Source: an optimization exercise on an open RTL-to-GDS flow (aim: small area and few clock cycles per item). Production flows keep margins and buffers that such runs may drop. Only simulation tests tie the RTL to the original design; equivalence was not proved.

--- design/flow/run.sh ---
#!/bin/bash
# synth_recipe.tcl (not shown) runs the flow's synth.tcl, then flattens the netlist and writes it again
# the make line also repeats each setting of config.mk as NAME=value (left out here)
make -C /OpenROAD-flow-scripts/flow DESIGN_CONFIG=/design/flow/config.mk WORK_HOME=/design/flow/orfs CLKGATE_MAP_FILE= SYNTH_SCRIPT=/design/flow/synth_recipe.tcl finish
--- design/flow/config.mk ---
export PLATFORM = sky130hd
export DESIGN_NAME = fft_256_top
export DESIGN_NICKNAME = fft_256_top
export VERILOG_FILES = /design/flow/design.v
export SDC_FILE = /design/flow/constraint.sdc
export NUM_CORES = 8
export LEC_CHECK = 0
export CAP_MARGIN = 20
export CORE_MARGIN = 2
export CORE_UTILIZATION = 40
export SLEW_MARGIN = 20
export SYNTH_MEMORY_MAX_BITS = 131072
--- design/flow/constraint.sdc ---
create_clock -name core_clock -period 14.0 [get_ports {clock}]
set_input_delay 2.8000 -clock core_clock [delete_from_list [all_inputs] [get_ports {clock}]]
set_output_delay 2.8000 -clock core_clock [all_outputs]
set_load 0.01 [all_outputs]
--- design/flow/design.v ---
`timescale 1ns / 1ps
module twiddle_rom (
    input      [7:0]  index,
    output reg [15:0] w_real,
    output reg [15:0] w_imag
);
    always @(*) begin
        case (index)
            8'd0: begin w_real = 16'h7FFF; w_imag = 16'h0000; end
            8'd1: begin w_real = 16'h7FF6; w_imag = 16'hFCDC; end
            8'd2: begin w_real = 16'h7FD8; w_imag = 16'hF9B9; end
            8'd3: begin w_real = 16'h7FA7; w_imag = 16'hF696; end
            8'd4: begin w_real = 16'h7F62; w_imag = 16'hF375; end
            8'd5: begin w_real = 16'h7F09; w_imag = 16'hF055; end
            8'd6: begin w_real = 16'h7E9D; w_imag = 16'hED38; end
            8'd7: begin w_real = 16'h7E1D; w_imag = 16'hEA1E; end
            8'd8: begin w_real = 16'h7D8A; w_imag = 16'hE708; end
            8'd9: begin w_real = 16'h7CE3; w_imag = 16'hE3F5; end
            8'd10: begin w_real = 16'h7C29; w_imag = 16'hE0E7; end
            8'd11: begin w_real = 16'h7B5D; w_imag = 16'hDDDD; end
            8'd12: begin w_real = 16'h7A7D; w_imag = 16'hDAD8; end
            8'd13: begin w_real = 16'h798A; w_imag = 16'hD7DA; end
            8'd14: begin w_real = 16'h7884; w_imag = 16'hD4E1; end
            8'd15: begin w_real = 16'h776C; w_imag = 16'hD1EF; end
            8'd16: begin w_real = 16'h7641; w_imag = 16'hCF05; end
            8'd17: begin w_real = 16'h7504; w_imag = 16'hCC22; end
            8'd18: begin w_real = 16'h73B5; w_imag = 16'hC946; end
            8'd19: begin w_real = 16'h7255; w_imag = 16'hC674; end
            8'd20: begin w_real = 16'h70E2; w_imag = 16'hC3AA; end
            8'd21: begin w_real = 16'h6F5F; w_imag = 16'hC0E9; end
            8'd22: begin w_real = 16'h6DCA; w_imag = 16'hBE32; end
            8'd23: begin w_real = 16'h6C24; w_imag = 16'hBB86; end
            8'd24: begin w_real = 16'h6A6D; w_imag = 16'hB8E4; end
            8'd25: begin w_real = 16'h68A6; w_imag = 16'hB64C; end
            8'd26: begin w_real = 16'h66CF; w_imag = 16'hB3C1; end
            8'd27: begin w_real = 16'h64E8; w_imag = 16'hB141; end
            8'd28: begin w_real = 16'h62F2; w_imag = 16'hAECD; end
            8'd29: begin w_real = 16'h60EC; w_imag = 16'hAC65; end
            8'd30: begin w_real = 16'h5ED7; w_imag = 16'hAA0B; end
            8'd31: begin w_real = 16'h5CB4; w_imag = 16'hA7BE; end
            8'd32: begin w_real = 16'h5A82; w_imag = 16'hA57E; end
            8'd33: begin w_real = 16'h5842; w_imag = 16'hA34C; end
            8'd34: begin w_real = 16'h55F5; w_imag = 16'hA129; end
            8'd35: begin w_real = 16'h539B; w_imag = 16'h9F14; end
            8'd36: begin w_real = 16'h5133; w_imag = 16'h9D0E; end
            8'd37: begin w_real = 16'h4EBF; w_imag = 16'h9B18; end
            8'd38: begin w_real = 16'h4C3F; w_imag = 16'h9931; end
            8'd39: begin w_real = 16'h49B4; w_imag = 16'h975A; end
            8'd40: begin w_real = 16'h471C; w_imag = 16'h9593; end
            8'd41: begin w_real = 16'h447A; w_imag = 16'h93DC; end
            8'd42: begin w_real = 16'h41CE; w_imag = 16'h9236; end
            8'd43: begin w_real = 16'h3F17; w_imag = 16'h90A1; end
            8'd44: begin w_real = 16'h3C56; w_imag = 16'h8F1E; end
            8'd45: begin w_real = 16'h398C; w_imag = 16'h8DAB; end
            8'd46: begin w_real = 16'h36BA; w_imag = 16'h8C4B; end
            8'd47: begin w_real = 16'h33DE; w_imag = 16'h8AFC; end
            8'd48: begin w_real = 16'h30FB; w_imag = 16'h89BF; end
            8'd49: begin w_real = 16'h2E11; w_imag = 16'h8894; end
            8'd50: begin w_real = 16'h2B1F; w_imag = 16'h877C; end
            8'd51: begin w_real = 16'h2826; w_imag = 16'h8676; end
            8'd52: begin w_real = 16'h2528; w_imag = 16'h8583; end
            8'd53: begin w_real = 16'h2223; w_imag = 16'h84A3; end
            8'd54: begin w_real = 16'h1F19; w_imag = 16'h83D7; end
            8'd55: begin w_real = 16'h1C0B; w_imag = 16'h831D; end
            8'd56: begin w_real = 16'h18F8; w_imag = 16'h8276; end
            8'd57: begin w_real = 16'h15E2; w_imag = 16'h81E3; end
            8'd58: begin w_real = 16'h12C8; w_imag = 16'h8163; end
            8'd59: begin w_real = 16'h0FAB; w_imag = 16'h80F7; end
            8'd60: begin w_real = 16'h0C8B; w_imag = 16'h809E; end
            8'd61: begin w_real = 16'h096A; w_imag = 16'h8059; end
            8'd62: begin w_real = 16'h0647; w_imag = 16'h8028; end
            8'd63: begin w_real = 16'h0324; w_imag = 16'h800A; end
            8'd64: begin w_real = 16'h0000; w_imag = 16'h8000; end
            8'd65: begin w_real = 16'hFCDC; w_imag = 16'h800A; end
            8'd66: begin w_real = 16'hF9B9; w_imag = 16'h8028; end
            8'd67: begin w_real = 16'hF696; w_imag = 16'h8059; end
            8'd68: begin w_real = 16'hF375; w_imag = 16'h809E; end
            8'd69: begin w_real = 16'hF055; w_imag = 16'h80F7; end
            8'd70: begin w_real = 16'hED38; w_imag = 16'h8163; end
            8'd71: begin w_real = 16'hEA1E; w_imag = 16'h81E3; end
            8'd72: begin w_real = 16'hE708; w_imag = 16'h8276; end
            8'd73: begin w_real = 16'hE3F5; w_imag = 16'h831D; end
            8'd74: begin w_real = 16'hE0E7; w_imag = 16'h83D7; end
            8'd75: begin w_real = 16'hDDDD; w_imag = 16'h84A3; end
            8'd76: begin w_real = 16'hDAD8; w_imag = 16'h8583; end
            8'd77: begin w_real = 16'hD7DA; w_imag = 16'h8676; end
            8'd78: begin w_real = 16'hD4E1; w_imag = 16'h877C; end
            8'd79: begin w_real = 16'hD1EF; w_imag = 16'h8894; end
            8'd80: begin w_real = 16'hCF05; w_imag = 16'h89BF; end
            8'd81: begin w_real = 16'hCC22; w_imag = 16'h8AFC; end
            8'd82: begin w_real = 16'hC946; w_imag = 16'h8C4B; end
            8'd83: begin w_real = 16'hC674; w_imag = 16'h8DAB; end
            8'd84: begin w_real = 16'hC3AA; w_imag = 16'h8F1E; end
            8'd85: begin w_real = 16'hC0E9; w_imag = 16'h90A1; end
            8'd86: begin w_real = 16'hBE32; w_imag = 16'h9236; end
            8'd87: begin w_real = 16'hBB86; w_imag = 16'h93DC; end
            8'd88: begin w_real = 16'hB8E4; w_imag = 16'h9593; end
            8'd89: begin w_real = 16'hB64C; w_imag = 16'h975A; end
            8'd90: begin w_real = 16'hB3C1; w_imag = 16'h9931; end
            8'd91: begin w_real = 16'hB141; w_imag = 16'h9B18; end
            8'd92: begin w_real = 16'hAECD; w_imag = 16'h9D0E; end
            8'd93: begin w_real = 16'hAC65; w_imag = 16'h9F14; end
            8'd94: begin w_real = 16'hAA0B; w_imag = 16'hA129; end
            8'd95: begin w_real = 16'hA7BE; w_imag = 16'hA34C; end
            8'd96: begin w_real = 16'hA57E; w_imag = 16'hA57E; end
            8'd97: begin w_real = 16'hA34C; w_imag = 16'hA7BE; end
            8'd98: begin w_real = 16'hA129; w_imag = 16'hAA0B; end
            8'd99: begin w_real = 16'h9F14; w_imag = 16'hAC65; end
            8'd100: begin w_real = 16'h9D0E; w_imag = 16'hAECD; end
            8'd101: begin w_real = 16'h9B18; w_imag = 16'hB141; end
            8'd102: begin w_real = 16'h9931; w_imag = 16'hB3C1; end
            8'd103: begin w_real = 16'h975A; w_imag = 16'hB64C; end
            8'd104: begin w_real = 16'h9593; w_imag = 16'hB8E4; end
            8'd105: begin w_real = 16'h93DC; w_imag = 16'hBB86; end
            8'd106: begin w_real = 16'h9236; w_imag = 16'hBE32; end
            8'd107: begin w_real = 16'h90A1; w_imag = 16'hC0E9; end
            8'd108: begin w_real = 16'h8F1E; w_imag = 16'hC3AA; end
            8'd109: begin w_real = 16'h8DAB; w_imag = 16'hC674; end
            8'd110: begin w_real = 16'h8C4B; w_imag = 16'hC946; end
            8'd111: begin w_real = 16'h8AFC; w_imag = 16'hCC22; end
            8'd112: begin w_real = 16'h89BF; w_imag = 16'hCF05; end
            8'd113: begin w_real = 16'h8894; w_imag = 16'hD1EF; end
            8'd114: begin w_real = 16'h877C; w_imag = 16'hD4E1; end
            8'd115: begin w_real = 16'h8676; w_imag = 16'hD7DA; end
            8'd116: begin w_real = 16'h8583; w_imag = 16'hDAD8; end
            8'd117: begin w_real = 16'h84A3; w_imag = 16'hDDDD; end
            8'd118: begin w_real = 16'h83D7; w_imag = 16'hE0E7; end
            8'd119: begin w_real = 16'h831D; w_imag = 16'hE3F5; end
            8'd120: begin w_real = 16'h8276; w_imag = 16'hE708; end
            8'd121: begin w_real = 16'h81E3; w_imag = 16'hEA1E; end
            8'd122: begin w_real = 16'h8163; w_imag = 16'hED38; end
            8'd123: begin w_real = 16'h80F7; w_imag = 16'hF055; end
            8'd124: begin w_real = 16'h809E; w_imag = 16'hF375; end
            8'd125: begin w_real = 16'h8059; w_imag = 16'hF696; end
            8'd126: begin w_real = 16'h8028; w_imag = 16'hF9B9; end
            8'd127: begin w_real = 16'h800A; w_imag = 16'hFCDC; end
            8'd128: begin w_real = 16'h8000; w_imag = 16'h0000; end
            8'd129: begin w_real = 16'h800A; w_imag = 16'h0324; end
            8'd130: begin w_real = 16'h8028; w_imag = 16'h0647; end
            8'd131: begin w_real = 16'h8059; w_imag = 16'h096A; end
            8'd132: begin w_real = 16'h809E; w_imag = 16'h0C8B; end
            8'd133: begin w_real = 16'h80F7; w_imag = 16'h0FAB; end
            8'd134: begin w_real = 16'h8163; w_imag = 16'h12C8; end
            8'd135: begin w_real = 16'h81E3; w_imag = 16'h15E2; end
            8'd136: begin w_real = 16'h8276; w_imag = 16'h18F8; end
            8'd137: begin w_real = 16'h831D; w_imag = 16'h1C0B; end
            8'd138: begin w_real = 16'h83D7; w_imag = 16'h1F19; end
            8'd139: begin w_real = 16'h84A3; w_imag = 16'h2223; end
            8'd140: begin w_real = 16'h8583; w_imag = 16'h2528; end
            8'd141: begin w_real = 16'h8676; w_imag = 16'h2826; end
            8'd142: begin w_real = 16'h877C; w_imag = 16'h2B1F; end
            8'd143: begin w_real = 16'h8894; w_imag = 16'h2E11; end
            8'd144: begin w_real = 16'h89BF; w_imag = 16'h30FB; end
            8'd145: begin w_real = 16'h8AFC; w_imag = 16'h33DE; end
            8'd146: begin w_real = 16'h8C4B; w_imag = 16'h36BA; end
            8'd147: begin w_real = 16'h8DAB; w_imag = 16'h398C; end
            8'd148: begin w_real = 16'h8F1E; w_imag = 16'h3C56; end
            8'd149: begin w_real = 16'h90A1; w_imag = 16'h3F17; end
            8'd150: begin w_real = 16'h9236; w_imag = 16'h41CE; end
            8'd151: begin w_real = 16'h93DC; w_imag = 16'h447A; end
            8'd152: begin w_real = 16'h9593; w_imag = 16'h471C; end
            8'd153: begin w_real = 16'h975A; w_imag = 16'h49B4; end
            8'd154: begin w_real = 16'h9931; w_imag = 16'h4C3F; end
            8'd155: begin w_real = 16'h9B18; w_imag = 16'h4EBF; end
            8'd156: begin w_real = 16'h9D0E; w_imag = 16'h5133; end
            8'd157: begin w_real = 16'h9F14; w_imag = 16'h539B; end
            8'd158: begin w_real = 16'hA129; w_imag = 16'h55F5; end
            8'd159: begin w_real = 16'hA34C; w_imag = 16'h5842; end
            8'd160: begin w_real = 16'hA57E; w_imag = 16'h5A82; end
            8'd161: begin w_real = 16'hA7BE; w_imag = 16'h5CB4; end
            8'd162: begin w_real = 16'hAA0B; w_imag = 16'h5ED7; end
            8'd163: begin w_real = 16'hAC65; w_imag = 16'h60EC; end
            8'd164: begin w_real = 16'hAECD; w_imag = 16'h62F2; end
            8'd165: begin w_real = 16'hB141; w_imag = 16'h64E8; end
            8'd166: begin w_real = 16'hB3C1; w_imag = 16'h66CF; end
            8'd167: begin w_real = 16'hB64C; w_imag = 16'h68A6; end
            8'd168: begin w_real = 16'hB8E4; w_imag = 16'h6A6D; end
            8'd169: begin w_real = 16'hBB86; w_imag = 16'h6C24; end
            8'd170: begin w_real = 16'hBE32; w_imag = 16'h6DCA; end
            8'd171: begin w_real = 16'hC0E9; w_imag = 16'h6F5F; end
            8'd172: begin w_real = 16'hC3AA; w_imag = 16'h70E2; end
            8'd173: begin w_real = 16'hC674; w_imag = 16'h7255; end
            8'd174: begin w_real = 16'hC946; w_imag = 16'h73B5; end
            8'd175: begin w_real = 16'hCC22; w_imag = 16'h7504; end
            8'd176: begin w_real = 16'hCF05; w_imag = 16'h7641; end
            8'd177: begin w_real = 16'hD1EF; w_imag = 16'h776C; end
            8'd178: begin w_real = 16'hD4E1; w_imag = 16'h7884; end
            8'd179: begin w_real = 16'hD7DA; w_imag = 16'h798A; end
            8'd180: begin w_real = 16'hDAD8; w_imag = 16'h7A7D; end
            8'd181: begin w_real = 16'hDDDD; w_imag = 16'h7B5D; end
            8'd182: begin w_real = 16'hE0E7; w_imag = 16'h7C29; end
            8'd183: begin w_real = 16'hE3F5; w_imag = 16'h7CE3; end
            8'd184: begin w_real = 16'hE708; w_imag = 16'h7D8A; end
            8'd185: begin w_real = 16'hEA1E; w_imag = 16'h7E1D; end
            8'd186: begin w_real = 16'hED38; w_imag = 16'h7E9D; end
            8'd187: begin w_real = 16'hF055; w_imag = 16'h7F09; end
            8'd188: begin w_real = 16'hF375; w_imag = 16'h7F62; end
            8'd189: begin w_real = 16'hF696; w_imag = 16'h7FA7; end
            8'd190: begin w_real = 16'hF9B9; w_imag = 16'h7FD8; end
            8'd191: begin w_real = 16'hFCDC; w_imag = 16'h7FF6; end
            8'd192: begin w_real = 16'h0000; w_imag = 16'h7FFF; end
            8'd193: begin w_real = 16'h0324; w_imag = 16'h7FF6; end
            8'd194: begin w_real = 16'h0647; w_imag = 16'h7FD8; end
            8'd195: begin w_real = 16'h096A; w_imag = 16'h7FA7; end
            8'd196: begin w_real = 16'h0C8B; w_imag = 16'h7F62; end
            8'd197: begin w_real = 16'h0FAB; w_imag = 16'h7F09; end
            8'd198: begin w_real = 16'h12C8; w_imag = 16'h7E9D; end
            8'd199: begin w_real = 16'h15E2; w_imag = 16'h7E1D; end
            8'd200: begin w_real = 16'h18F8; w_imag = 16'h7D8A; end
            8'd201: begin w_real = 16'h1C0B; w_imag = 16'h7CE3; end
            8'd202: begin w_real = 16'h1F19; w_imag = 16'h7C29; end
            8'd203: begin w_real = 16'h2223; w_imag = 16'h7B5D; end
            8'd204: begin w_real = 16'h2528; w_imag = 16'h7A7D; end
            8'd205: begin w_real = 16'h2826; w_imag = 16'h798A; end
            8'd206: begin w_real = 16'h2B1F; w_imag = 16'h7884; end
            8'd207: begin w_real = 16'h2E11; w_imag = 16'h776C; end
            8'd208: begin w_real = 16'h30FB; w_imag = 16'h7641; end
            8'd209: begin w_real = 16'h33DE; w_imag = 16'h7504; end
            8'd210: begin w_real = 16'h36BA; w_imag = 16'h73B5; end
            8'd211: begin w_real = 16'h398C; w_imag = 16'h7255; end
            8'd212: begin w_real = 16'h3C56; w_imag = 16'h70E2; end
            8'd213: begin w_real = 16'h3F17; w_imag = 16'h6F5F; end
            8'd214: begin w_real = 16'h41CE; w_imag = 16'h6DCA; end
            8'd215: begin w_real = 16'h447A; w_imag = 16'h6C24; end
            8'd216: begin w_real = 16'h471C; w_imag = 16'h6A6D; end
            8'd217: begin w_real = 16'h49B4; w_imag = 16'h68A6; end
            8'd218: begin w_real = 16'h4C3F; w_imag = 16'h66CF; end
            8'd219: begin w_real = 16'h4EBF; w_imag = 16'h64E8; end
            8'd220: begin w_real = 16'h5133; w_imag = 16'h62F2; end
            8'd221: begin w_real = 16'h539B; w_imag = 16'h60EC; end
            8'd222: begin w_real = 16'h55F5; w_imag = 16'h5ED7; end
            8'd223: begin w_real = 16'h5842; w_imag = 16'h5CB4; end
            8'd224: begin w_real = 16'h5A82; w_imag = 16'h5A82; end
            8'd225: begin w_real = 16'h5CB4; w_imag = 16'h5842; end
            8'd226: begin w_real = 16'h5ED7; w_imag = 16'h55F5; end
            8'd227: begin w_real = 16'h60EC; w_imag = 16'h539B; end
            8'd228: begin w_real = 16'h62F2; w_imag = 16'h5133; end
            8'd229: begin w_real = 16'h64E8; w_imag = 16'h4EBF; end
            8'd230: begin w_real = 16'h66CF; w_imag = 16'h4C3F; end
            8'd231: begin w_real = 16'h68A6; w_imag = 16'h49B4; end
            8'd232: begin w_real = 16'h6A6D; w_imag = 16'h471C; end
            8'd233: begin w_real = 16'h6C24; w_imag = 16'h447A; end
            8'd234: begin w_real = 16'h6DCA; w_imag = 16'h41CE; end
            8'd235: begin w_real = 16'h6F5F; w_imag = 16'h3F17; end
            8'd236: begin w_real = 16'h70E2; w_imag = 16'h3C56; end
            8'd237: begin w_real = 16'h7255; w_imag = 16'h398C; end
            8'd238: begin w_real = 16'h73B5; w_imag = 16'h36BA; end
            8'd239: begin w_real = 16'h7504; w_imag = 16'h33DE; end
            8'd240: begin w_real = 16'h7641; w_imag = 16'h30FB; end
            8'd241: begin w_real = 16'h776C; w_imag = 16'h2E11; end
            8'd242: begin w_real = 16'h7884; w_imag = 16'h2B1F; end
            8'd243: begin w_real = 16'h798A; w_imag = 16'h2826; end
            8'd244: begin w_real = 16'h7A7D; w_imag = 16'h2528; end
            8'd245: begin w_real = 16'h7B5D; w_imag = 16'h2223; end
            8'd246: begin w_real = 16'h7C29; w_imag = 16'h1F19; end
            8'd247: begin w_real = 16'h7CE3; w_imag = 16'h1C0B; end
            8'd248: begin w_real = 16'h7D8A; w_imag = 16'h18F8; end
            8'd249: begin w_real = 16'h7E1D; w_imag = 16'h15E2; end
            8'd250: begin w_real = 16'h7E9D; w_imag = 16'h12C8; end
            8'd251: begin w_real = 16'h7F09; w_imag = 16'h0FAB; end
            8'd252: begin w_real = 16'h7F62; w_imag = 16'h0C8B; end
            8'd253: begin w_real = 16'h7FA7; w_imag = 16'h096A; end
            8'd254: begin w_real = 16'h7FD8; w_imag = 16'h0647; end
            8'd255: begin w_real = 16'h7FF6; w_imag = 16'h0324; end
        endcase
    end
endmodule
`timescale 1ns/1ps
module butterfly #(
    parameter   WIDTH = 32
)(
    input signed [WIDTH-1:0] ar, ai, br, bi,
    input signed [WIDTH/2-1:0] wr, wi,
    output signed [WIDTH-1:0] out1r, out1i, out2r, out2i
);
    wire signed [2*WIDTH-1:0] mr = br * wr - bi * wi;
    wire signed [2*WIDTH-1:0] mi = br * wi + bi * wr;
    assign out1r = ar + mr[WIDTH/2 + WIDTH-2 : WIDTH/2-1];
    assign out1i = ai + mi[WIDTH/2 + WIDTH-2 : WIDTH/2-1];
    assign out2r = ar - mr[WIDTH/2 + WIDTH-2 : WIDTH/2-1];
    assign out2i = ai - mi[WIDTH/2 + WIDTH-2 : WIDTH/2-1];
endmodule
module DelayBuffer #(
    parameter   DEPTH = 32,
    parameter   WIDTH = 32
)(
    input               clock,  
    input   [WIDTH-1:0] input_real,  
    input   [WIDTH-1:0] input_imag,  
    output  [WIDTH-1:0] out_real, 
    output  [WIDTH-1:0] out_imag   
);
reg [WIDTH-1:0] buf_re[0:DEPTH-1];
reg [WIDTH-1:0] buf_im[0:DEPTH-1];
integer n;
always @(posedge clock) begin
    for (n = DEPTH-1; n > 0; n = n - 1) begin
        buf_re[n] <= buf_re[n-1];
        buf_im[n] <= buf_im[n-1];
    end
    buf_re[0] <= input_real;
    buf_im[0] <= input_imag; 
end
assign  out_real = buf_re[DEPTH-1];
assign  out_imag = buf_im[DEPTH-1];
endmodule
module SdfUnit2 #(
    parameter   WIDTH = 32,  
    parameter   STAGE_NUM = 1,    
    parameter   N = 16  
)(
    input                   clock,   
    input                   reset,   
    input                   input_en,   
    input       [WIDTH-1:0] input_real,   
    input       [WIDTH-1:0] input_imag,   
    output  reg             output_en,   
    output  reg [WIDTH-1:0] output_real,   
    output  reg [WIDTH-1:0] output_imag    
);
localparam M = (1 << STAGE_NUM)/2;  
wire [$clog2(N)-1:0] twiddle_index;
reg [STAGE_NUM-1:0] butterfly_en;
reg [STAGE_NUM-1:0] flush_count;
wire [WIDTH-1:0] x0_re, x0_im, y0_re, y0_im;
wire [WIDTH-1:0] x1_re, x1_im, y1_re, y1_im;
wire [WIDTH-1:0] delay_in_real, delay_in_imag, delay_out_real, delay_out_imag;
wire [WIDTH-1:0] output_real_reg, output_imag_reg;
wire [WIDTH/2 - 1:0] w_real, w_imag;
reg start_out;
twiddle_rom rom0 (.index(twiddle_index), .w_real(w_real), .w_imag(w_imag));
always @(posedge clock or posedge reset) begin
    if (reset) begin
        butterfly_en <= 1'b0;
        flush_count <= 1'b0;
    end else begin
        if(input_en) begin
            butterfly_en <= butterfly_en + 1'b1;
            flush_count <= M;
        end else begin
            butterfly_en <=  1'b0;
            if (flush_count == 0) begin
                flush_count <= 0;
            end else begin
                flush_count <= flush_count - 1'b1;
            end
        end
    end
end
assign twiddle_index = (STAGE_NUM == 1) ? 3'b0 : (butterfly_en[STAGE_NUM-2:0] * (N/(2 * M)));
assign x0_re = delay_out_real;  
assign x0_im = delay_out_imag;  
assign x1_re = input_real;  
assign x1_im = input_imag;  
butterfly #(
    .WIDTH(WIDTH)
) b0 (
    .ar(x0_re), .ai(x0_im),
    .br(x1_re), .bi(x1_im),
    .wr(w_real), .wi(w_imag),
    .out1r(y0_re), .out1i(y0_im),
    .out2r(y1_re), .out2i(y1_im)
);
DelayBuffer #(
    .DEPTH(M),
    .WIDTH(WIDTH)
) db0 (
    .clock(clock),
    .input_real(delay_in_real),
    .input_imag(delay_in_imag),
    .out_real(delay_out_real),
    .out_imag(delay_out_imag)
);
assign delay_in_real = (butterfly_en[STAGE_NUM-1] == 1'b1) ? y1_re : input_real;
assign delay_in_imag = (butterfly_en[STAGE_NUM-1] == 1'b1) ? y1_im : input_imag;
assign output_real_reg = (butterfly_en[STAGE_NUM-1] == 1'b1) ? y0_re : delay_out_real;
assign output_imag_reg = (butterfly_en[STAGE_NUM-1] == 1'b1) ? y0_im : delay_out_imag;
always @(posedge clock or posedge reset) begin
    if (reset) begin
        output_en <= 1'b0;
        start_out <= 1'b0;
    end else begin
        if(input_en && (butterfly_en[STAGE_NUM-1] == 1'b1)) begin
            output_en <= 1'b1;
            start_out <= 1'b1;
        end else if(!input_en && flush_count > 0) begin
            output_en <= 1'b1;
            start_out <= 1'b0;
        end else if (input_en && start_out) begin
            output_en <= 1'b1;
            start_out <= 1'b1;
        end else begin
            output_en <= 1'b0;
            start_out <= 1'b0;
        end
    end
end
always @(posedge clock or posedge reset) begin
    if (reset) begin
        output_real <= {WIDTH{1'b0}};
        output_imag <= {WIDTH{1'b0}};
    end else begin
        output_real <= output_real_reg;
        output_imag <= output_imag_reg;
    end
end
endmodule
module fft_256_top #(
    parameter WIDTH = 32,
    parameter N = 256
)(
    input                   clock,
    input                   reset,
    input                   input_en,
    input       [WIDTH-1:0] input_real,
    input       [WIDTH-1:0] input_imag,
    output                  output_en,
    output      [WIDTH-1:0] output_real,
    output      [WIDTH-1:0] output_imag
);
wire stage1_output_en;
wire [WIDTH-1:0] stage1_output_real;
wire [WIDTH-1:0] stage1_output_imag;
wire stage2_output_en;
wire [WIDTH-1:0] stage2_output_real;
wire [WIDTH-1:0] stage2_output_imag;
wire stage3_output_en;
wire [WIDTH-1:0] stage3_output_real;
wire [WIDTH-1:0] stage3_output_imag;
wire stage4_output_en;
wire [WIDTH-1:0] stage4_output_real;
wire [WIDTH-1:0] stage4_output_imag;
wire stage5_output_en;
wire [WIDTH-1:0] stage5_output_real;
wire [WIDTH-1:0] stage5_output_imag;
wire stage6_output_en;
wire [WIDTH-1:0] stage6_output_real;
wire [WIDTH-1:0] stage6_output_imag;
wire stage7_output_en;
wire [WIDTH-1:0] stage7_output_real;
wire [WIDTH-1:0] stage7_output_imag;
SdfUnit2 #(
    .WIDTH(WIDTH),
    .STAGE_NUM(1),
    .N(N)
) stage1 (
    .clock(clock),
    .reset(reset),
    .input_en(input_en),
    .input_real(input_real),
    .input_imag(input_imag),
    .output_en(stage1_output_en),
    .output_real(stage1_output_real),
    .output_imag(stage1_output_imag)
);
SdfUnit2 #(
    .WIDTH(WIDTH),
    .STAGE_NUM(2),
    .N(N)
) stage2 (
    .clock(clock),
    .reset(reset),
    .input_en(stage1_output_en),
    .input_real(stage1_output_real),
    .input_imag(stage1_output_imag),
    .output_en(stage2_output_en),
    .output_real(stage2_output_real),
    .output_imag(stage2_output_imag)
);
SdfUnit2 #(
    .WIDTH(WIDTH),
    .STAGE_NUM(3),
    .N(N)
) stage3 (
    .clock(clock),
    .reset(reset),
    .input_en(stage2_output_en),
    .input_real(stage2_output_real),
    .input_imag(stage2_output_imag),
    .output_en(stage3_output_en),
    .output_real(stage3_output_real),
    .output_imag(stage3_output_imag)
);
SdfUnit2 #(
    .WIDTH(WIDTH),
    .STAGE_NUM(4),
    .N(N)
) stage4 (
    .clock(clock),
    .reset(reset),
    .input_en(stage3_output_en),
    .input_real(stage3_output_real),
    .input_imag(stage3_output_imag),
    .output_en(stage4_output_en),
    .output_real(stage4_output_real),
    .output_imag(stage4_output_imag)
);
SdfUnit2 #(
    .WIDTH(WIDTH),
    .STAGE_NUM(5),
    .N(N)
) stage5 (
    .clock(clock),
    .reset(reset),
    .input_en(stage4_output_en),
    .input_real(stage4_output_real),
    .input_imag(stage4_output_imag),
    .output_en(stage5_output_en),
    .output_real(stage5_output_real),
    .output_imag(stage5_output_imag)
);
SdfUnit2 #(
    .WIDTH(WIDTH),
    .STAGE_NUM(6),
    .N(N)
) stage6 (
    .clock(clock),
    .reset(reset),
    .input_en(stage5_output_en),
    .input_real(stage5_output_real),
    .input_imag(stage5_output_imag),
    .output_en(stage6_output_en),
    .output_real(stage6_output_real),
    .output_imag(stage6_output_imag)
);
SdfUnit2 #(
    .WIDTH(WIDTH),
    .STAGE_NUM(7),
    .N(N)
) stage7 (
    .clock(clock),
    .reset(reset),
    .input_en(stage6_output_en),
    .input_real(stage6_output_real),
    .input_imag(stage6_output_imag),
    .output_en(stage7_output_en),
    .output_real(stage7_output_real),
    .output_imag(stage7_output_imag)
);
SdfUnit2 #(
    .WIDTH(WIDTH),
    .STAGE_NUM(8),
    .N(N)
) stage8 (
    .clock(clock),
    .reset(reset),
    .input_en(stage7_output_en),
    .input_real(stage7_output_real),
    .input_imag(stage7_output_imag),
    .output_en(output_en),
    .output_real(output_real),
    .output_imag(output_imag)
);
endmodule
==> flow_summary.html <==
<table>
<tr><th>Metric</th><th>Value</th></tr>
<tr><th colspan="2">Outcome</th></tr>
<tr><td>Outcome</td><td>complete, no violations</td></tr>
<tr><th colspan="2">STA</th></tr>
<tr><td>Post-layout min period</td><td>13.54 ns</td></tr>
<tr><td>Total Negative Setup Slacks</td><td>0 ns</td></tr>
<tr><td>Layout Skew</td><td>0.153 ns</td></tr>
<tr><td>Normalized max-slew margin</td><td>0.187</td></tr>
<tr><td>Number of failing hold endpoints at the final stage</td><td>0</td></tr>
<tr><td>Part of the cycle the worst path needs</td><td>0.967</td></tr>
<tr><td>Highest attainable clock frequency</td><td>73.8 MHz</td></tr>
<tr><td>Slack of the critical path</td><td>0.457 ns</td></tr>
<tr><td>Number of max-slew violations in the final report</td><td>0</td></tr>
<tr><td>Slew of the pin with the lowest slew margin</td><td>1.21 ns</td></tr>
<tr><td>Number of setup violations in the final report</td><td>0</td></tr>
<tr><th colspan="2">Yosys</th></tr>
<tr><td>Synthesized area</td><td>841000 µm²</td></tr>
<tr><td>Number of distinct library cell variants in the gate-level netlist after synthesis</td><td>103</td></tr>
<tr><td>Post-synthesis cell type with the largest combined area</td><td>sky130_fd_sc_hd__dfxtp_1</td></tr>
<tr><td>Post-synth top flop</td><td>sky130_fd_sc_hd__dfxtp_1</td></tr>
<tr><td>Synth Area in XOR/XNOR</td><td>0.0197</td></tr>
<tr><td>Cells taking the most area after synthesis</td><td>sky130_fd_sc_hd__dfxtp_1, sky130_fd_sc_hd__fa_1, sky130_fd_sc_hd__inv_1</td></tr>
<tr><td>Fraction of the mapped netlist area in simple logic gates</td><td>0.0759</td></tr>
<tr><td>Dominant combinational cell family by area after synthesis</td><td>adder cells</td></tr>
<tr><td>Gate Count Post-Synth</td><td>72.6k</td></tr>
<tr><td>Number of storage elements in the synthesis netlist</td><td>16.9k</td></tr>
<tr><td>Avg Inst Size Synth</td><td>11.6 µm²</td></tr>
<tr><td>Area share of the largest cell type after synthesis</td><td>0.388</td></tr>
<tr><td>Count of flip-flops with a built-in enable after synthesis</td><td>0</td></tr>
<tr><td>Number of synthesis warnings</td><td>33</td></tr>
<tr><td>Sequential cell area fraction in the yosys report</td><td>0.406</td></tr>
<tr><td>Compound-gate portion of the synthesized area</td><td>0.0292</td></tr>
<tr><td>Synth Area in Adders</td><td>0.382</td></tr>
<tr><td>Mux contribution to synthesized area</td><td>0.00730</td></tr>
<tr><td>Async set-reset flop share out of synthesis</td><td>0.0355</td></tr>
<tr><th colspan="2">Floorplanning</th></tr>
<tr><td>Core area</td><td>2100000 µm²</td></tr>
<tr><td># rows</td><td>532</td></tr>
<tr><td>Die X</td><td>1450 µm</td></tr>
<tr><td>Vertical extent of the die</td><td>1450 µm</td></tr>
<tr><td>Top-level port count</td><td>132</td></tr>
<tr><td>Die area</td><td>2120000 µm²</td></tr>
<tr><td>Starting density of the core</td><td>0.401</td></tr>
<tr><th colspan="2">Global route</th></tr>
<tr><td>Wire length of the first global-routing pass</td><td>3180000 µm</td></tr>
<tr><td>Number of antenna violations at the first check in global routing</td><td>196</td></tr>
<tr><td>Number of global-route vias before repair</td><td>523k</td></tr>
<tr><td>Pin count of the biggest net entering global routing</td><td>122</td></tr>
<tr><td>GR Util All Layers</td><td>0.197</td></tr>
<tr><td>Overall overflow remaining after global route</td><td>0</td></tr>
<tr><th colspan="2">Clock tree</th></tr>
<tr><td>Clock root buffer master</td><td>sky130_fd_sc_hd__clkbuf_16</td></tr>
<tr><td>Total clock buffers created by CTS</td><td>1580</td></tr>
<tr><td>TritonCTS clock tree</td><td>built</td></tr>
<tr><td>CTS sink cnt</td><td>16.9k</td></tr>
<tr><td>Clock slew at the register clock pins of the worst setup and hold paths</td><td>0.06 ns</td></tr>
<tr><td>Total number of H-tree levels</td><td>7</td></tr>
<tr><td>Clock network latency to the later pin of the worst-skew pair</td><td>1.38 ns</td></tr>
<tr><td>Max Root-Sink Buffers</td><td>6</td></tr>
<tr><th colspan="2">Setup path</th></tr>
<tr><td>Largest stage delay, worst path</td><td>1.02 ns</td></tr>
<tr><td>Type of the worst setup path</td><td>flop to flop</td></tr>
<tr><td>Endpoint class of the critical path</td><td>flop</td></tr>
<tr><td>Largest fanout of any net on the critical path</td><td>56</td></tr>
<tr><td>CP arrival</td><td>14.81 ns</td></tr>
<tr><td>Cell repeated most along the worst path</td><td>sky130_fd_sc_hd__fa_1</td></tr>
<tr><td>Crit start category</td><td>flop</td></tr>
<tr><td>WP data required</td><td>15.27 ns</td></tr>
<tr><td>Slowest stage cell on the critical path</td><td>sky130_fd_sc_hd__dfrtp_2</td></tr>
<tr><th colspan="2">Final layout</th></tr>
<tr><td>Fraction of final layout cells with drive strength greater than 1</td><td>0.0846</td></tr>
<tr><td>Non-Filler Cell Area, Final</td><td>947000 µm²</td></tr>
<tr><td>Final net count</td><td>92.4k</td></tr>
<tr><td>Largest registers</td><td>stage8.db0.buf_im (4096), stage8.db0.buf_re (4096)</td></tr>
<tr><td>Layout-stage area growth over the synthesis result</td><td>12.5%</td></tr>
<tr><th colspan="2">Flow run</th></tr>
<tr><td>Total of max-cap violations</td><td>0</td></tr>
<tr><th colspan="2">Placed design</th></tr>
<tr><td>Placement-stage worst setup slack</td><td>-0.516 ns</td></tr>
<tr><td>Count of input and output buffers</td><td>131</td></tr>
<tr><td>Total placed instance area</td><td>891000 µm²</td></tr>
<tr><td>Final weighted congestion of routability-driven global placement</td><td>0.922</td></tr>
<tr><td>HPWL Detailed</td><td>1630000 µm</td></tr>
<tr><th colspan="2">Worst hold path</th></tr>
<tr><td>Hold WC Path Type</td><td>flop to flop</td></tr>
<tr><th colspan="2">Routing</th></tr>
<tr><td>DRT Pass-1 Iters</td><td>6</td></tr>
<tr><td>Total number of vias</td><td>477k</td></tr>
<tr><td>Routed wirelength normalized by instance count</td><td>19.8 µm</td></tr>
<tr><td>First-iteration detailed-routing DRC count</td><td>25.8k</td></tr>
<tr><td>DR vias/cell</td><td>4.58</td></tr>
<tr><td>Total length of routed wires</td><td>2070000 µm</td></tr>
<tr><td>Number of remaining DRC errors</td><td>0</td></tr>
<tr><td>Post-detailed-route count of antenna-violating nets</td><td>0</td></tr>
</table>
cells in the mapped netlist, types with 21 or more instances:
cell,count
sky130_fd_sc_hd__nand2_1,6212
sky130_fd_sc_hd__and2_1,3220
sky130_fd_sc_hd__nand3_1,205
sky130_fd_sc_hd__inv_1,15300
sky130_fd_sc_hd__dfxtp_1,16300
sky130_fd_sc_hd__mux2_2,472
sky130_fd_sc_hd__a21boi_0,21
sky130_fd_sc_hd__nor2b_1,402
sky130_fd_sc_hd__a211o_1,31
sky130_fd_sc_hd__a41oi_1,24
sky130_fd_sc_hd__o31a_1,32
sky130_fd_sc_hd__or2_2,228
sky130_fd_sc_hd__ha_1,4575
sky130_fd_sc_hd__o41ai_1,28
sky130_fd_sc_hd__a311oi_1,27
sky130_fd_sc_hd__o22ai_1,34
sky130_fd_sc_hd__mux2i_1,60
sky130_fd_sc_hd__nor4_1,31
sky130_fd_sc_hd__o21ai_0,591
sky130_fd_sc_hd__xor2_1,362
sky130_fd_sc_hd__nand2b_1,537
sky130_fd_sc_hd__o21ai_1,72
sky130_fd_sc_hd__a31o_2,24
sky130_fd_sc_hd__buf_1,101
sky130_fd_sc_hd__xnor2_1,1524
sky130_fd_sc_hd__a21o_1,292
sky130_fd_sc_hd__dfrtp_1,600
sky130_fd_sc_hd__a2111oi_0,32
sky130_fd_sc_hd__a21oi_1,1710
sky130_fd_sc_hd__nor2_1,2155
sky130_fd_sc_hd__o21ba_2,21
sky130_fd_sc_hd__nand4_1,76
sky130_fd_sc_hd__a211oi_1,104
sky130_fd_sc_hd__a31oi_1,132
sky130_fd_sc_hd__nor3b_1,25
sky130_fd_sc_hd__clkbuf_1,2364
sky130_fd_sc_hd__and3_1,83
sky130_fd_sc_hd__o31ai_1,88
sky130_fd_sc_hd__or3_1,93
sky130_fd_sc_hd__o211ai_1,94
sky130_fd_sc_hd__a221oi_1,29
sky130_fd_sc_hd__fa_1,13200
sky130_fd_sc_hd__o21bai_1,268
sky130_fd_sc_hd__o21a_1,136
sky130_fd_sc_hd__nor3_1,274
metal layers:
layer | GRT usage | vias up | wire length [µm]
met2 | 0.336 | 11900 | 988000
met4 | 0.0843 | 46 | 103000
met5 | 0 | - | 293
met1 | 0.250 | 244000 | 862000
met3 | 0.0308 | 4386 | 112000
li1 | - | 217000 | -
critical path, delay by kind of cell (launching register included):
family	cells	cell delay [ns]
compound gates	13	2.49
simple gates	10	2.35
flops	1	1.02
mux	1	0.29
xor+xnor	2	0.60
fa+ha+maj	10	4.88
buf+inv	12	1.59
final cells by class:
| type | count | area, µm² |
|---|---|---|
| timing repair buffer | 2868 | 22900 |
| multi-input combinational | 37800 | 435000 |
| fill | 194000 | 1150000 |
| clock inverter | 623 | 8020 |
| inverter | 15300 | 57600 |
| clock buffer | 2243 | 45900 |
| antenna | 234 | 586 |
| sequential | 16900 | 342000 |
| tap | 28000 | 35100 |
stage by stage:
| stage | instances | hold slack [ns] | utilization |
|---|---|---|---|
| global placement | 101000 | 0.309 | 0.425 |
| global route | 104000 | 0.209 | 0.451 |
| detailed placement | 101000 | 0.312 | 0.425 |
| floorplan | 72600 | 0.310 | - |
| finish | 104000 | 0.195 | 0.451 |
| CTS | 104000 | 0.196 | 0.451 |
what timing repair did:
item	4_1_cts	5_1_grt
cloned	0	2
endpoints found under the setup margin	19	66
setup buffers	0	18
hold buffers	0	0
pin swaps	0	13
gates resized for setup	8	93
cell families (layout without fill, tap and decap cells):
kind of cell,Yosys count,after routing
compound gates,3984,3986
buf+inv,17800,21100
simple gates,13600,13600
mux,542,542
other cells,1,236
fa+ha+maj,17800,17800
flops,16900,16900
xor+xnor,1889,1889
final timing paths:
check | start | endpoint | slack, ns | cells after the start
min in group asynchronous | reset | stage7.output_real[3]$_DFF_PP0_ | 2.53 | 3
min reg2reg | stage7.db0.buf_re[38][30]$_DFF_P_ | stage7.db0.buf_re[39][30]$_DFF_P_ | 0.19 | 0
max | stage5.butterfly_en[2]$_DFF_PP0_ | stage5.db0.buf_re[0][29]$_DFF_P_ | 0.46 | 48
max in group asynchronous | reset | stage1.output_real[19]$_DFF_PP0_ | 9.35 | 5
max reg2reg | stage5.butterfly_en[2]$_DFF_PP0_ | stage5.db0.buf_re[0][29]$_DFF_P_ | 0.46 | 48
min | stage7.db0.buf_re[38][30]$_DFF_P_ | stage7.db0.buf_re[39][30]$_DFF_P_ | 0.19 | 0
cell usage in the layout (no fill, tap or decap), types with 101 or more instances in the layout:
cell type / n
sky130_fd_sc_hd__a211oi_1: 101
sky130_fd_sc_hd__a21o_1: 289
sky130_fd_sc_hd__a21oi_1: 1664
sky130_fd_sc_hd__a31oi_1: 121
sky130_fd_sc_hd__and2_1: 3220
sky130_fd_sc_hd__buf_4: 2635
sky130_fd_sc_hd__bufinv_16: 119
sky130_fd_sc_hd__clkbuf_1: 302
sky130_fd_sc_hd__clkbuf_16: 1599
sky130_fd_sc_hd__clkbuf_8: 343
sky130_fd_sc_hd__clkdlybuf4s50_1: 129
sky130_fd_sc_hd__clkinv_2: 247
sky130_fd_sc_hd__dfrtp_1: 479
sky130_fd_sc_hd__dfrtp_2: 109
sky130_fd_sc_hd__dfxtp_1: 16300
sky130_fd_sc_hd__diode_2: 234
sky130_fd_sc_hd__fa_1: 13200
sky130_fd_sc_hd__ha_1: 4563
sky130_fd_sc_hd__inv_1: 15300
sky130_fd_sc_hd__mux2_2: 469
sky130_fd_sc_hd__nand2_1: 6209
sky130_fd_sc_hd__nand2b_1: 535
sky130_fd_sc_hd__nand3_1: 205
sky130_fd_sc_hd__nor2_1: 2150
sky130_fd_sc_hd__nor2b_1: 400
sky130_fd_sc_hd__nor3_1: 268
sky130_fd_sc_hd__o21a_1: 133
sky130_fd_sc_hd__o21ai_0: 576
sky130_fd_sc_hd__o21bai_1: 266
sky130_fd_sc_hd__or2_2: 228
sky130_fd_sc_hd__xnor2_1: 1522
sky130_fd_sc_hd__xor2_1: 362
Testbench counts, summed over its fixed seeds: cycles 18,480, frames 64.

## what the ideal ports hide
In the flow no input, the clock included, has a driving cell. The finished layout below was timed again as built, in two steps.
Step 1, drivers: a clkbuf_16 drives clock and a buf_2 each remaining input, both assumed.
Step 2 times the ports against the registers' clock, not the clock port: input delays grow and output delays shrink by t, the midpoint of the rising clock arrivals with the driver on.
Slacks: ideal / step 1 / step 2; pairs: ideal / step 1.
t, ns: 1.540
setup slack, ns: 0.457 / 0.457 / 0.378
hold slack, ns: 0.195 / 0.195 / 0.195
After both steps this run still meets setup and hold. For this run, drivers alone change the setup slack by 0.000 ns; drivers and shift together by -0.079 ns.
